What follows belongs to an exercise in optimizing a design on an open flow for small area, a short achievable clock period and few clock cycles; a production flow would make more cautious choices. In this exercise RTL edits were held to simulation tests only and were not proved equivalent to the original. No driver is modelled on the clock port, so clocking that relies on it looks cheaper here than on a real chip. Power and IR drop assume default switching activity.

==> flow/design.v <==
module apb_rd_aoi3 (
    input  wire        s0, s1, s2,
    input  wire [31:0] d0, d1, d2,
    output wire [31:0] y
);
    assign y = ~(({32{s0}} & d0) | ({32{s1}} & d1) | ({32{s2}} & d2));
endmodule
module apb_rd_nand4 (
    input  wire [31:0] a, b, c, d,
    output wire [31:0] y
);
    assign y = ~(a & b & c & d);
endmodule
module apb_rd_nor4 (
    input  wire [31:0] a, b, c, d,
    output wire [31:0] y
);
    assign y = ~(a | b | c | d);
endmodule
module apb_rd_nor2 (
    input  wire [31:0] a, b,
    output wire [31:0] y
);
    assign y = ~(a | b);
endmodule
module apb_rd_nand2 (
    input  wire [31:0] a, b,
    output wire [31:0] y
);
    assign y = ~(a & b);
endmodule
module apb_rd_and4 (
    input  wire [31:0] a, b, c, d,
    output wire [31:0] y
);
    assign y = a & b & c & d;
endmodule
module apb_system_top #(
    parameter ADDR_WIDTH = 32,
    parameter DATA_WIDTH = 32,
    parameter NUM_SLAVES = 3
)(
    input  wire                    pclk,
    input  wire                    presetn,
    input  wire                    transfer_req,
    input  wire [ADDR_WIDTH-1:0]   transfer_addr,
    input  wire [DATA_WIDTH-1:0]   transfer_wdata,
    input  wire                    transfer_write,
    output wire                    transfer_ready,
    output wire [DATA_WIDTH-1:0]   transfer_rdata,
    output wire                    transfer_error
);
    wire [3:0] slave  = transfer_addr[19:16];
    wire [5:0] word   = transfer_addr[7:2];
    wire       mapped = (slave[3:2] == 2'b00) && (slave[1:0] != 2'b11);
    wire       inwin  = (transfer_addr[31:20] == 12'h0) && (transfer_addr[15:8] == 8'h0);
    wire       hit    = mapped && inwin;
    wire       wr     = transfer_req && transfer_write && hit;
    wire [31:0] wd0 = transfer_wdata & {32{presetn}};
    wire [31:0] wd1 = transfer_wdata | {32{!presetn}};
    wire [3:0] p0 = 4'b0001 << word[1:0];
    wire [3:0] p1 = 4'b0001 << word[3:2];
    wire [3:0] p2 = 4'b0001 << word[5:4];
    wire [3:0] sd = 4'b0001 << slave[1:0];
    wire [64*32-1:0] ya;
    genvar s, w, b;
    generate
        for (w = 0; w < 64; w = w + 1) begin : g_w
            wire        wl = p2[w/16] & p1[(w/4)%4] & p0[w%4];
            wire [2:0]  sel;
            wire [31:0] q [0:2];
            for (s = 0; s < 3; s = s + 1) begin : g_s
                localparam [31:0] INIT = (s << 24) + w;
                wire [31:0] wd;
                for (b = 0; b < 32; b = b + 1) begin : g_b
                    assign wd[b] = INIT[b] ? wd1[b] : wd0[b];
                end
                wire we = (wr && sd[s] && wl) || !presetn;
                reg [31:0] m;
                always @(posedge pclk)
                    if (we) m <= wd;
                assign q[s]   = m;
                assign sel[s] = sd[s] & wl;
            end
            apb_rd_aoi3 u_a (.s0(sel[0]), .s1(sel[1]), .s2(sel[2]),
                             .d0(q[0]), .d1(q[1]), .d2(q[2]), .y(ya[w*32 +: 32]));
        end
    endgenerate
    wire [16*32-1:0] yb;
    wire [8*32-1:0]  yc;
    wire [4*32-1:0]  yd;
    genvar k;
    generate
        for (k = 0; k < 16; k = k + 1) begin : g_b4
            apb_rd_and4 u_b (.a(ya[(4*k)*32 +: 32]), .b(ya[(4*k+1)*32 +: 32]),
                             .c(ya[(4*k+2)*32 +: 32]), .d(ya[(4*k+3)*32 +: 32]),
                             .y(yb[k*32 +: 32]));
        end
        for (k = 0; k < 8; k = k + 1) begin : g_c2
            apb_rd_nand2 u_c (.a(yb[(2*k)*32 +: 32]), .b(yb[(2*k+1)*32 +: 32]),
                              .y(yc[k*32 +: 32]));
        end
        for (k = 0; k < 4; k = k + 1) begin : g_d2
            apb_rd_nor2 u_d (.a(yc[(2*k)*32 +: 32]), .b(yc[(2*k+1)*32 +: 32]),
                             .y(yd[k*32 +: 32]));
        end
    endgenerate
    reg [4*32-1:0] rd_n;
    reg            error_q;
    always @(posedge pclk) begin
        rd_n[0 +: 32]  <= ~(({32{hit}} & ~yd[0 +: 32]) | ((mapped && !inwin) ? 32'hDEADBEEF : 32'd0));
        rd_n[32 +: 32] <= ~({32{hit}} & ~yd[32 +: 32]);
        rd_n[64 +: 32] <= ~({32{hit}} & ~yd[64 +: 32]);
        rd_n[96 +: 32] <= ~({32{hit}} & ~yd[96 +: 32]);
        error_q <= !hit;
    end
    reg ready_q;
    always @(posedge pclk or negedge presetn)
        if (!presetn) ready_q <= 1'b0;
        else          ready_q <= 1'b1;
    assign transfer_ready = ready_q;
    assign transfer_rdata = ~(rd_n[0 +: 32] & rd_n[32 +: 32] & rd_n[64 +: 32] & rd_n[96 +: 32]);
    assign transfer_error = error_q;
endmodule
clock: 6.0 ns
lec_check: 0
cap_margin: 30
core_margin: 2
core_utilization: 60
cts_buf_list: sky130_fd_sc_hd__clkbuf_16
cts_cluster_diameter: 100
cts_cluster_size: 25
setup_slack_margin: 3.0
slew_margin: 50
synth_hierarchical: 1
synth_minimum_keep_size: 0
tns_end_percent: 10
standard.sh (not shown) runs the stock make flow with config.mk's settings and CLKGATE_MAP_FILE= SYNTH_SCRIPT=/design/flow/synth_recipe.tcl, a recipe that flattens the netlist after the stock synthesis.
==> flow/flow/run.sh <==
#!/bin/bash
# Layout flow: the standard layout, with one extra step after clock tree
# synthesis: the cells on the slowest paths are sized (other drive strengths
# of the same cell, no new cells and no logic change) by a greedy search on
# placement parasitics, in two rounds, each followed by legalization. The
# standard flow then continues from global routing to the finished layout.
set -euo pipefail
W=$(pwd)
R=$W/orfs/results/${FLOW_PLATFORM}/apb_system_top/base
bash standard.sh "$R/4_cts.odb" > "$W/std_pass1.log" 2>&1
cp "$R/4_cts.odb" "$W/cts_pass1.odb"
ECO_IN="$W/cts_pass1.odb" ECO_SDC="$R/4_cts.sdc" ECO_OUT="$R/4_cts.odb" \
  GS_TCL="$W/flow/gsize.tcl" GS_ROUNDS="8 3" GS_PATHS=64 \
  PLATFORM_DIR="$FLOW_HOME/platforms/$FLOW_PLATFORM" \
  openroad -no_init -exit "$W/flow/ctsgs.tcl" > "$W/ctsgs.log" 2>&1
rm -f "$W/cts_pass1.odb"
bash standard.sh finish > "$W/std_pass2.log" 2>&1
Other scripts of this flow, unchanged in this note and not shown: flow/flow/ctsgs.tcl, flow/flow/gsize.tcl
Testbench counts at the start, summed over its fixed seeds: cycles 4,800.
Change:
--- a/flow/design.v
+++ b/flow/design.v
@@ -57,15 +57,33 @@
     wire       hit    = mapped && inwin;
     wire       wr     = transfer_req && transfer_write && hit;
-    wire [31:0] wd0 = transfer_wdata & {32{presetn}};
-    wire [31:0] wd1 = transfer_wdata | {32{!presetn}};
+    reg        pw_valid;
+    reg  [5:0] pw_word;
+    reg  [1:0] pw_slave;
+    reg [31:0] pw_data;
+    always @(posedge pclk or negedge presetn)
+        if (!presetn) pw_valid <= 1'b0;
+        else          pw_valid <= wr;
+    always @(posedge pclk) begin
+        pw_word  <= word;
+        pw_slave <= slave[1:0];
+        pw_data  <= transfer_wdata;
+    end
+    wire byp = pw_valid && hit && word == pw_word && slave[1:0] == pw_slave;
+    wire [31:0] wd0 = pw_data & {32{presetn}};
+    wire [31:0] wd1 = pw_data | {32{!presetn}};
     wire [3:0] p0 = 4'b0001 << word[1:0];
     wire [3:0] p1 = 4'b0001 << word[3:2];
     wire [3:0] p2 = 4'b0001 << word[5:4];
     wire [3:0] sd = 4'b0001 << slave[1:0];
+    wire [3:0] q0 = 4'b0001 << pw_word[1:0];
+    wire [3:0] q1 = 4'b0001 << pw_word[3:2];
+    wire [3:0] q2 = 4'b0001 << pw_word[5:4];
+    wire [3:0] qs = {4{pw_valid}} & (4'b0001 << pw_slave);
     wire [64*32-1:0] ya;
     genvar s, w, b;
     generate
         for (w = 0; w < 64; w = w + 1) begin : g_w
-            wire        wl = p2[w/16] & p1[(w/4)%4] & p0[w%4];
+            wire        wl  = p2[w/16] & p1[(w/4)%4] & p0[w%4];
+            wire        wwl = q2[w/16] & q1[(w/4)%4] & q0[w%4];
             wire [2:0]  sel;
             wire [31:0] q [0:2];
@@ -76,5 +94,5 @@
                     assign wd[b] = INIT[b] ? wd1[b] : wd0[b];
                 end
-                wire we = (wr && sd[s] && wl) || !presetn;
+                wire we = (qs[s] && wwl) || !presetn;
                 reg [31:0] m;
                 always @(posedge pclk)
@@ -106,11 +124,13 @@
         end
     endgenerate
+    wire           hb = hit && !byp;
     reg [4*32-1:0] rd_n;
     reg            error_q;
     always @(posedge pclk) begin
-        rd_n[0 +: 32]  <= ~(({32{hit}} & ~yd[0 +: 32]) | ((mapped && !inwin) ? 32'hDEADBEEF : 32'd0));
-        rd_n[32 +: 32] <= ~({32{hit}} & ~yd[32 +: 32]);
-        rd_n[64 +: 32] <= ~({32{hit}} & ~yd[64 +: 32]);
-        rd_n[96 +: 32] <= ~({32{hit}} & ~yd[96 +: 32]);
+        rd_n[0 +: 32]  <= ~(({32{hb}} & ~yd[0 +: 32]) | ({32{byp}} & pw_data)
+                            | ((mapped && !inwin) ? 32'hDEADBEEF : 32'd0));
+        rd_n[32 +: 32] <= ~({32{hb}} & ~yd[32 +: 32]);
+        rd_n[64 +: 32] <= ~({32{hb}} & ~yd[64 +: 32]);
+        rd_n[96 +: 32] <= ~({32{hb}} & ~yd[96 +: 32]);
         error_q <= !hit;
     end
=>
- global-route usage is higher by 0.46 points
- combinational power rose by a few percent
- clock-buffer cell count grows by 9
- design area climbs slightly
- die area increases slightly
- routed wire length goes up slightly
- final cell count goes up by a few percent
- sequential share of layout area shrinks by 0.47 points
- first-iteration DRC count went up by a few percent
- sequential power is about the same
- worst setup slack gets better by 0.051 ns
- via count rises slightly
Testbench counts after the change, summed over its fixed seeds: cycles 4,800.

## afterwards: timing with drivers on the ports
The flow's constraints put no driver on any port. The routed layouts listed below were extracted and timed again, unchanged, in two steps. Step 1 sets driving cells, clkbuf_16 on the clock port and buf_2 on the other inputs (assumed; they add their load-dependent delay and slew). Step 2, shift: input delay + t, output delay - t, t = (earliest + latest rising clock arrival at the registers) / 2. This alone moves slack from input paths to output paths. a / b / c = ideal / step 1 / step 2; a / b = the first two.
| run | t (ns) | setup slack, ns | worst setup path at the end | latest minus earliest clock arrival (ns) |
|---|---|---|---|---|
| the first run | 1.071 | 2.837 / 2.724 / 1.755 | input to register | 0.039 / 0.039 |
| the second run | 1.072 | 2.887 / 2.791 / 1.869 | input to register | 0.046 / 0.046 |
After both steps every run listed still meets setup and hold. The setup slack of the first run, which loses most, moves by -0.113 ns with the drivers and by -1.082 ns with both steps.
